This is an optimization exercise on Yosys and OpenROAD, whose aim is small area and a short achievable clock period, not a production implementation.
RTL that was checked went through simulation tests only; none was proved equivalent to the original.
Power is estimated from default activity; no workload was simulated.

==> job 5952 <==
==> flow/design.v <==
`default_nettype none
module fp32_add(
    input wire clk,
    input wire [31:0] a,
    input wire [31:0] b,
    input wire sub,
    input wire [2:0] rm,
    output wire [31:0] result,
    output wire nv,
    output wire of,
    output wire nx
);
    integer k;
    wire a_sign = a[31];
    wire b_sign = b[31] ^ sub;
    wire [7:0] a_exp = a[30:23];
    wire [7:0] b_exp = b[30:23];
    wire [22:0] a_frac = a[22:0];
    wire [22:0] b_frac = b[22:0];
    wire a_emax = &a_exp;
    wire b_emax = &b_exp;
    wire a_fz = ~|a_frac;
    wire b_fz = ~|b_frac;
    wire a_nan = a_emax & ~a_fz;
    wire b_nan = b_emax & ~b_fz;
    wire a_inf = a_emax & a_fz;
    wire b_inf = b_emax & b_fz;
    wire a_snan = a_nan & ~a_frac[22];
    wire b_snan = b_nan & ~b_frac[22];
    wire s0_is_sub = a_sign ^ b_sign;
    wire s0_inf_inf = s0_is_sub & a_inf & b_inf;
    wire s0_nv = a_snan | b_snan | s0_inf_inf;
    wire s0_nan = a_nan | b_nan | s0_inf_inf;
    wire s0_inf = ~s0_nan & (a_inf | b_inf);
    wire [1:0] s0_special = {s0_nan, s0_inf | s0_nv};
    wire a_hid = |a_exp;
    wire b_hid = |b_exp;
    wire [7:0] a_eeff = {a_exp[7:1], a_exp[0] | ~a_hid};
    wire [7:0] b_eeff = {b_exp[7:1], b_exp[0] | ~b_hid};
    wire [7:0] d_ab = a_eeff - b_eeff;
    wire [7:0] d_ba = b_eeff - a_eeff;
    wire swap = a[30:0] < b[30:0];
    wire [7:0] l_exp = swap ? b_exp : a_exp;
    wire [22:0] l_frac = swap ? b_frac : a_frac;
    wire [23:0] s_sig = swap ? {a_hid, a_frac} : {b_hid, b_frac};
    wire l_sign = swap ? b_sign : a_sign;
    wire [4:0] s0_off = swap ? d_ba[4:0] : d_ab[4:0];
    wire s0_far = swap ? |d_ba[7:5] : |d_ab[7:5];    
    reg r1_sign, r1_is_sub;
    reg [2:0] r1_rm;
    reg [1:0] r1_special;
    reg [7:0] r1_lexp;
    reg [22:0] r1_lfrac;
    reg [23:0] r1_ssig;
    reg [4:0] r1_off;
    reg r1_far;
    always @(posedge clk) begin
        r1_sign <= l_sign;
        r1_is_sub <= s0_is_sub;
        r1_rm <= rm;
        r1_special <= s0_special;
        r1_lexp <= l_exp;
        r1_lfrac <= l_frac;
        r1_ssig <= s_sig;
        r1_off <= s0_off;
        r1_far <= s0_far;
    end
    wire l_hid = |r1_lexp;
    wire [7:0] l_e = {r1_lexp[7:1], r1_lexp[0] | ~l_hid};
    wire [27:0] in1 = {1'b0, l_hid, r1_lfrac, 3'b000};
    wire [26:0] sh0 = {r1_ssig, 3'b000};
    wire [26:0] sh1 = r1_far ? 27'b0 : r1_off[4] ? {16'b0, sh0[26:16]} : sh0;
    wire [26:0] sh2 = r1_off[3] ? {8'b0, sh1[26:8]} : sh1;
    wire [26:0] sh3 = r1_off[2] ? {4'b0, sh2[26:4]} : sh2;
    wire [26:0] sh4 = r1_off[1] ? {2'b0, sh3[26:2]} : sh3;
    wire [26:0] sh5 = r1_off[0] ? {1'b0, sh4[26:1]} : sh4;
    reg [23:0] s_por;    
    reg [31:0] st_tab;
    always @* begin
        s_por[0] = r1_ssig[0];
        for (k = 1; k < 24; k = k + 1)
            s_por[k] = s_por[k-1] | r1_ssig[k];
        for (k = 0; k < 32; k = k + 1)
            st_tab[k] = (k < 3) ? 1'b0 : (k > 26) ? s_por[23] : s_por[k-3];
    end
    wire sticky = r1_far ? s_por[23] : st_tab[r1_off];
    wire [27:0] in2 = {1'b0, sh5[26:1], sticky};
    wire [27:0] in2x = in2 ^ {28{r1_is_sub}};
    wire [28:0] sum_c = {in1, 1'b1} + {in2x, r1_is_sub};
    wire [27:0] s1_sum = sum_c[28:1];
    wire [7:0] s1_exp = l_e + 8'd1;
    wire rdn = r1_rm == 3'b010;
    wire rup = r1_rm == 3'b011;
    wire rtz = r1_rm == 3'b001;
    wire rmm = r1_rm == 3'b100;
    wire s1_up = (rdn & r1_sign) | (rup & ~r1_sign);
    wire s1_dn = rtz | (rdn & ~r1_sign) | (rup & r1_sign);
    wire [1:0] s1_cls = {s1_up | rmm, s1_dn | rmm};
    wire s1_zsign = r1_is_sub ? rdn : r1_sign;
    reg r2_sign, r2_zsign;
    reg [1:0] r2_cls;
    reg [1:0] r2_special;
    reg [7:0] r2_exp;
    reg [27:0] r2_sum;
    always @(posedge clk) begin
        r2_sign <= r1_sign;
        r2_zsign <= s1_zsign;
        r2_cls <= s1_cls;
        r2_special <= r1_special;
        r2_exp <= s1_exp;
        r2_sum <= s1_sum;
    end
    wire e_small = ~|r2_exp[7:5];
    wire [3:0] pd_hi = {4{e_small}} & (4'b0001 << r2_exp[4:3]);
    wire [7:0] pd_lo = 8'b00000001 << r2_exp[2:0];
    reg [27:0] lim_mask;
    always @*
        for (k = 0; k < 28; k = k + 1)
            lim_mask[k] = pd_hi[(28 - k) >> 3] & pd_lo[(28 - k) & 7];
    wire [27:0] x = r2_sum | lim_mask;
    wire z4 = ~|x[27:12];
    wire [15:0] x4 = z4 ? x[11:0] << 4 : x[27:12];
    wire z3 = ~|x4[15:8];
    wire [7:0] x3 = z3 ? x4[7:0] : x4[15:8];
    wire z2 = ~|x3[7:4];
    wire [3:0] x2 = z2 ? x3[3:0] : x3[7:4];
    wire z1 = ~|x2[3:2];
    wire [1:0] x1 = z1 ? x2[1:0] : x2[3:2];
    wire z0 = ~x1[1];
    wire [4:0] lzc = {z4, z3, z2, z1, z0};
    wire [27:0] n4 = z4 ? {r2_sum[11:0], 16'b0} : r2_sum;
    wire [27:0] n3 = z3 ? {n4[19:0], 8'b0} : n4;
    wire [27:0] n2 = z2 ? {n3[23:0], 4'b0} : n3;
    wire [27:0] n1 = z1 ? {n2[25:0], 2'b0} : n2;
    wire [27:0] n0 = z0 ? {n1[26:0], 1'b0} : n1;
    wire c1 = r2_sum[27];
    wire c2 = ~r2_sum[27] & r2_sum[26];
    wire lsb = c1 ? r2_sum[4] : c2 ? r2_sum[3] : r2_sum[2];
    wire g = c1 ? r2_sum[3] : c2 ? r2_sum[2] : r2_sum[1];
    wire st = c1 ? |r2_sum[2:0] : c2 ? |r2_sum[1:0] : r2_sum[0];
    wire inexact = g | st;
    reg add_one;
    always @* begin
        case (r2_cls)
            2'd0: add_one = g & (lsb | st);
            2'd1: add_one = 1'b0;
            2'd2: add_one = g | st;
            default: add_one = g;
        endcase
    end
    wire sp_inf = r2_special == 2'b01;
    wire sp_nan = r2_special[1];
    wire sp = |r2_special;
    wire ovf = ~sp & c1 & (&r2_exp);           
    wire of_max = r2_cls == 2'd1;              
    wire zero_sign = ~|r2_sum;
    reg [7:0] s2_exp;
    reg [4:0] s2_lzc;
    reg [22:0] s2_frac;
    reg s2_msb;
    always @* begin
        s2_lzc = (sp | ovf | zero_sign) ? 5'd0 : lzc;
        s2_msb = sp | ovf | (~zero_sign & n0[27]);
        if (sp_nan) {s2_exp, s2_frac} = 31'h7fc00000;
        else if (sp_inf | (ovf & ~of_max)) {s2_exp, s2_frac} = 31'h7f800000;
        else if (ovf) {s2_exp, s2_frac} = 31'h7f7fffff;
        else {s2_exp, s2_frac} = {zero_sign ? 8'd1 : r2_exp, n0[26:4]};
    end
    wire s2_efe = ~sp & ((c1 & (r2_exp == 8'hfe)) | (c2 & (r2_exp == 8'hff)));
    wire w_ones = c1 ? &r2_sum[26:4] : c2 ? &r2_sum[25:3] : &r2_sum[24:2];
    wire w_lo_ones = c1 ? &r2_sum[15:4] : c2 ? &r2_sum[14:3] : &r2_sum[13:2];
    wire s2_inc = ~sp & ~ovf & add_one;
    reg r3_sign, r3_inc, r3_nx, r3_of, r3_nv, r3_efe, r3_carry, r3_lo_ones, r3_msb;
    reg [7:0] r3_exp;
    reg [4:0] r3_lzc;
    reg [22:0] r3_frac;
    always @(posedge clk) begin
        r3_sign <= ~sp_nan & (zero_sign ? r2_zsign : r2_sign);
        r3_inc <= s2_inc;
        r3_carry <= s2_inc & w_ones;
        r3_lo_ones <= w_lo_ones;
        r3_nx <= ~sp & (inexact | ovf);
        r3_of <= ovf;
        r3_nv <= r2_special == 2'b11;
        r3_exp <= s2_exp;
        r3_lzc <= s2_lzc;
        r3_msb <= s2_msb;
        r3_frac <= s2_frac;
        r3_efe <= s2_efe;
    end
    wire [11:0] frac_lo = r3_frac[11:0] + {11'b0, r3_inc};
    wire [10:0] frac_hi = r3_frac[22:12] + {10'b0, r3_inc & r3_lo_ones};
    wire [8:0] exp_c0x = {r3_exp, 1'b1} + {3'b111, ~r3_lzc, r3_msb};
    wire [7:0] exp_c0 = exp_c0x[8:1];
    wire [7:0] exp_c1 = r3_lzc[1] ? r3_exp - 8'd1 : r3_lzc[0] ? r3_exp : r3_exp + 8'd1;
    wire [7:0] exp_out = r3_carry ? exp_c1 : exp_c0;
    assign result = {r3_sign, exp_out, frac_hi, frac_lo};
    assign of = r3_of | (r3_efe & r3_carry);
    assign nx = r3_nx;
    assign nv = r3_nv;
endmodule
`default_nettype wire
==> flow/flow/run.sh <==
#!/bin/bash
# The standard layout, with plain buffers (sky130_fd_sc_hd__buf_1) on the ports instead of the
# delay cells that buffer_ports picks by default. Every port still gets its own buffer.
set -euo pipefail
export BUFFER_PORTS_ARGS="-buffer_cell sky130_fd_sc_hd__buf_1"
bash standard.sh > standard.log 2>&1
==> flow/standard.sh <==
#!/bin/bash
# synth_recipe.tcl (not shown) runs the flow's synth.tcl, then flattens the netlist and writes it again
# the make line also repeats each setting of config.mk as NAME=value (left out here)
make -C /OpenROAD-flow-scripts/flow DESIGN_CONFIG=/design/flow/config.mk WORK_HOME=/design/flow/orfs CLKGATE_MAP_FILE= SYNTH_SCRIPT=/design/flow/synth_recipe.tcl "${@:-finish}"
==> flow/config.mk <==
export PLATFORM = sky130hd
export DESIGN_NAME = fp32_add
export DESIGN_NICKNAME = fp32_add
export VERILOG_FILES = /design/flow/design.v
export SDC_FILE = /design/flow/constraint.sdc
export NUM_CORES = 4
export LEC_CHECK = 0
export ABC_AREA = 1
export CAP_MARGIN = 20
export CORE_MARGIN = 2
export CORE_UTILIZATION = 40
export SETUP_SLACK_MARGIN = 2
export SLEW_MARGIN = 20
==> flow/constraint.sdc <==
create_clock -name core_clock -period 6.5 [get_ports {clk}]
set_input_delay 1.3000 -clock core_clock [delete_from_list [all_inputs] [get_ports {clk}]]
set_output_delay 1.3000 -clock core_clock [all_outputs]
set_load 0.01 [all_outputs]
==> job 478: changes against job 5952 <==
--- a/flow/design.v
+++ b/flow/design.v
@@ -76,12 +76,7 @@
     wire [26:0] sh5 = r1_off[0] ? {1'b0, sh4[26:1]} : sh4;
-    reg [23:0] s_por;    
-    reg [31:0] st_tab;
-    always @* begin
-        s_por[0] = r1_ssig[0];
-        for (k = 1; k < 24; k = k + 1)
-            s_por[k] = s_por[k-1] | r1_ssig[k];
-        for (k = 0; k < 32; k = k + 1)
-            st_tab[k] = (k < 3) ? 1'b0 : (k > 26) ? s_por[23] : s_por[k-3];
-    end
-    wire sticky = r1_far ? s_por[23] : st_tab[r1_off];
+    reg [23:0] smask;    
+    always @*
+        for (k = 0; k < 24; k = k + 1)
+            smask[k] = r1_far | (r1_off >= k + 3);
+    wire sticky = |(r1_ssig & smask);
     wire [27:0] in2 = {1'b0, sh5[26:1], sticky};
--- a/flow/config.mk
+++ b/flow/config.mk
@@ -11,3 +11,4 @@
 export CORE_UTILIZATION = 40
-export SETUP_SLACK_MARGIN = 2
+export CTS_BUF_LIST = sky130_fd_sc_hd__clkbuf_8
+export SETUP_SLACK_MARGIN = 2.75
 export SLEW_MARGIN = 20
==> job 1052: changes against job 5952 <==
--- a/flow/design.v
+++ b/flow/design.v
@@ -41,2 +41,4 @@
     wire [7:0] d_ba = b_eeff - a_eeff;
+    wire [4:0] off_ab = (|d_ab[7:5]) ? 5'd31 : d_ab[4:0];
+    wire [4:0] off_ba = (|d_ba[7:5]) ? 5'd31 : d_ba[4:0];
     wire swap = a[30:0] < b[30:0];
@@ -46,4 +48,3 @@
     wire l_sign = swap ? b_sign : a_sign;
-    wire [4:0] s0_off = swap ? d_ba[4:0] : d_ab[4:0];
-    wire s0_far = swap ? |d_ba[7:5] : |d_ab[7:5];    
+    wire [4:0] s0_off = swap ? off_ba : off_ab;
     reg r1_sign, r1_is_sub;
@@ -55,3 +56,2 @@
     reg [4:0] r1_off;
-    reg r1_far;
     always @(posedge clk) begin
@@ -65,3 +65,2 @@
         r1_off <= s0_off;
-        r1_far <= s0_far;
     end
@@ -71,3 +70,3 @@
     wire [26:0] sh0 = {r1_ssig, 3'b000};
-    wire [26:0] sh1 = r1_far ? 27'b0 : r1_off[4] ? {16'b0, sh0[26:16]} : sh0;
+    wire [26:0] sh1 = r1_off[4] ? {16'b0, sh0[26:16]} : sh0;
     wire [26:0] sh2 = r1_off[3] ? {8'b0, sh1[26:8]} : sh1;
@@ -76,12 +75,8 @@
     wire [26:0] sh5 = r1_off[0] ? {1'b0, sh4[26:1]} : sh4;
-    reg [23:0] s_por;    
-    reg [31:0] st_tab;
+    reg sticky;
     always @* begin
-        s_por[0] = r1_ssig[0];
-        for (k = 1; k < 24; k = k + 1)
-            s_por[k] = s_por[k-1] | r1_ssig[k];
-        for (k = 0; k < 32; k = k + 1)
-            st_tab[k] = (k < 3) ? 1'b0 : (k > 26) ? s_por[23] : s_por[k-3];
+        sticky = 1'b0;
+        for (k = 0; k < 24; k = k + 1)
+            if (r1_off >= k + 3) sticky = sticky | r1_ssig[k];
     end
-    wire sticky = r1_far ? s_por[23] : st_tab[r1_off];
     wire [27:0] in2 = {1'b0, sh5[26:1], sticky};
@@ -112,9 +107,10 @@
     end
-    wire e_small = ~|r2_exp[7:5];
-    wire [3:0] pd_hi = {4{e_small}} & (4'b0001 << r2_exp[4:3]);
-    wire [7:0] pd_lo = 8'b00000001 << r2_exp[2:0];
-    reg [27:0] lim_mask;
-    always @*
-        for (k = 0; k < 28; k = k + 1)
-            lim_mask[k] = pd_hi[(28 - k) >> 3] & pd_lo[(28 - k) & 7];
+    reg [27:0] lim_mask;    
+    reg [27:0] above_mask;  
+    always @* begin
+        for (k = 0; k < 28; k = k + 1) begin
+            lim_mask[k] = (r2_exp == 8'd28 - k);
+            above_mask[k] = (r2_exp >= 8'd28 - k);
+        end
+    end
     wire [27:0] x = r2_sum | lim_mask;
@@ -135,2 +131,4 @@
     wire [27:0] n0 = z0 ? {n1[26:0], 1'b0} : n1;
+    wire s2_tiny = ~|(r2_sum & above_mask);    
+    wire [7:0] e_norm = s2_tiny ? 8'd0 : r2_exp - {3'b0, lzc};
     wire c1 = r2_sum[27];
@@ -156,27 +154,14 @@
     wire zero_sign = ~|r2_sum;
-    reg [7:0] s2_exp;
-    reg [4:0] s2_lzc;
-    reg [22:0] s2_frac;
-    reg s2_msb;
+    reg [30:0] s2_mag;
     always @* begin
-        s2_lzc = (sp | ovf | zero_sign) ? 5'd0 : lzc;
-        s2_msb = sp | ovf | (~zero_sign & n0[27]);
-        if (sp_nan) {s2_exp, s2_frac} = 31'h7fc00000;
-        else if (sp_inf | (ovf & ~of_max)) {s2_exp, s2_frac} = 31'h7f800000;
-        else if (ovf) {s2_exp, s2_frac} = 31'h7f7fffff;
-        else {s2_exp, s2_frac} = {zero_sign ? 8'd1 : r2_exp, n0[26:4]};
+        if (sp_nan) s2_mag = 31'h7fc00000;
+        else if (sp_inf | (ovf & ~of_max)) s2_mag = 31'h7f800000;
+        else if (ovf) s2_mag = 31'h7f7fffff;
+        else s2_mag = {e_norm, n0[26:4]};
     end
-    wire s2_efe = ~sp & ((c1 & (r2_exp == 8'hfe)) | (c2 & (r2_exp == 8'hff)));
-    wire w_ones = c1 ? &r2_sum[26:4] : c2 ? &r2_sum[25:3] : &r2_sum[24:2];
-    wire w_lo_ones = c1 ? &r2_sum[15:4] : c2 ? &r2_sum[14:3] : &r2_sum[13:2];
-    wire s2_inc = ~sp & ~ovf & add_one;
-    reg r3_sign, r3_inc, r3_nx, r3_of, r3_nv, r3_efe, r3_carry, r3_lo_ones, r3_msb;
-    reg [7:0] r3_exp;
-    reg [4:0] r3_lzc;
-    reg [22:0] r3_frac;
+    reg r3_sign, r3_inc, r3_nx, r3_of, r3_nv;
+    reg [30:0] r3_mag;
     always @(posedge clk) begin
         r3_sign <= ~sp_nan & (zero_sign ? r2_zsign : r2_sign);
-        r3_inc <= s2_inc;
-        r3_carry <= s2_inc & w_ones;
-        r3_lo_ones <= w_lo_ones;
+        r3_inc <= ~sp & ~ovf & add_one;
         r3_nx <= ~sp & (inexact | ovf);
@@ -184,16 +169,6 @@
         r3_nv <= r2_special == 2'b11;
-        r3_exp <= s2_exp;
-        r3_lzc <= s2_lzc;
-        r3_msb <= s2_msb;
-        r3_frac <= s2_frac;
-        r3_efe <= s2_efe;
+        r3_mag <= s2_mag;
     end
-    wire [11:0] frac_lo = r3_frac[11:0] + {11'b0, r3_inc};
-    wire [10:0] frac_hi = r3_frac[22:12] + {10'b0, r3_inc & r3_lo_ones};
-    wire [8:0] exp_c0x = {r3_exp, 1'b1} + {3'b111, ~r3_lzc, r3_msb};
-    wire [7:0] exp_c0 = exp_c0x[8:1];
-    wire [7:0] exp_c1 = r3_lzc[1] ? r3_exp - 8'd1 : r3_lzc[0] ? r3_exp : r3_exp + 8'd1;
-    wire [7:0] exp_out = r3_carry ? exp_c1 : exp_c0;
-    assign result = {r3_sign, exp_out, frac_hi, frac_lo};
-    assign of = r3_of | (r3_efe & r3_carry);
+    assign result = {r3_sign, r3_mag + {30'b0, r3_inc}};
+    assign of = r3_of | (r3_inc & (r3_mag[30:23] == 8'hfe) & (&r3_mag[22:0]));
     assign nx = r3_nx;
==> flow/run.sh (new file) <==
#!/bin/bash
# synth_recipe.tcl (not shown) runs the flow's synth.tcl, then flattens the netlist and writes it again
# the make line also repeats each setting of config.mk as NAME=value (left out here)
make -C /OpenROAD-flow-scripts/flow DESIGN_CONFIG=/design/flow/config.mk WORK_HOME=/design/flow/orfs CLKGATE_MAP_FILE= SYNTH_SCRIPT=/design/flow/synth_recipe.tcl finish
--- a/flow/config.mk
+++ b/flow/config.mk
@@ -7,7 +7,6 @@
 export LEC_CHECK = 0
-export ABC_AREA = 1
 export CAP_MARGIN = 20
 export CORE_MARGIN = 2
-export CORE_UTILIZATION = 40
-export SETUP_SLACK_MARGIN = 2
+export CORE_UTILIZATION = 55
+export SETUP_SLACK_MARGIN = 3
 export SLEW_MARGIN = 20
removed: flow/flow/run.sh
removed: flow/standard.sh
==> notes <==
Job 5952 passed the timing, design-rule and antenna checks. Job 1052 completed with no timing, DRC or antenna violations. Job 478 completed without violations. In job 1052 the sequential power is larger than in job 478, by about 10%. Setup slack: job 5952 < job 1052 < job 478. Of job 1052 and job 478, job 1052 has the higher core utilization (gap 32 points). Clock power, highest first: job 5952, job 1052, job 478. Fmax: job 5952 is lower than job 478 (about 12%). The lowest wire length belongs to job 5952, the highest to job 1052.
Only the layout flow was run in job 5952; the RTL was not checked for function there.

## separate check: timing with driven ports
The flow's constraints put no driver on any port. The routed layouts listed below were extracted and timed again, unchanged, in two steps.
Step 1, drivers: a clkbuf_16 drives clk and a buf_2 each remaining input, both assumed.
Step 2 adds t to the input delays and takes it off the output delays; t is the mean of the earliest and latest rising clock arrival at the registers after step 1. Input paths then give back, and output paths get back, about the clock's delay inside the block.
Three values: no drivers, after step 1, after step 2; two values: the first two.
| run | t, ns | slack for setup (ns) | worst setup path after step 2 | latest minus earliest clock arrival (ns) | worst data-port slew with drivers (ns) |
|---|---|---|---|---|---|
| job 5952 | 0.476 | 2.317 / 2.317 / 2.317 | register to register | 0.016 / 0.016 | 0.05 |
| job 478 | 0.514 | 2.812 / 2.765 / 2.476 | input to register | 0.019 / 0.019 | 0.05 |
| job 1052 | 0.484 | 2.365 / 2.365 / 2.236 | input to register | 0.014 / 0.013 | 0.05 |
After both steps setup and hold are still met in every run listed. The setup slack of job 478, which loses most, moves by -0.047 ns with the drivers and by -0.336 ns with both steps.
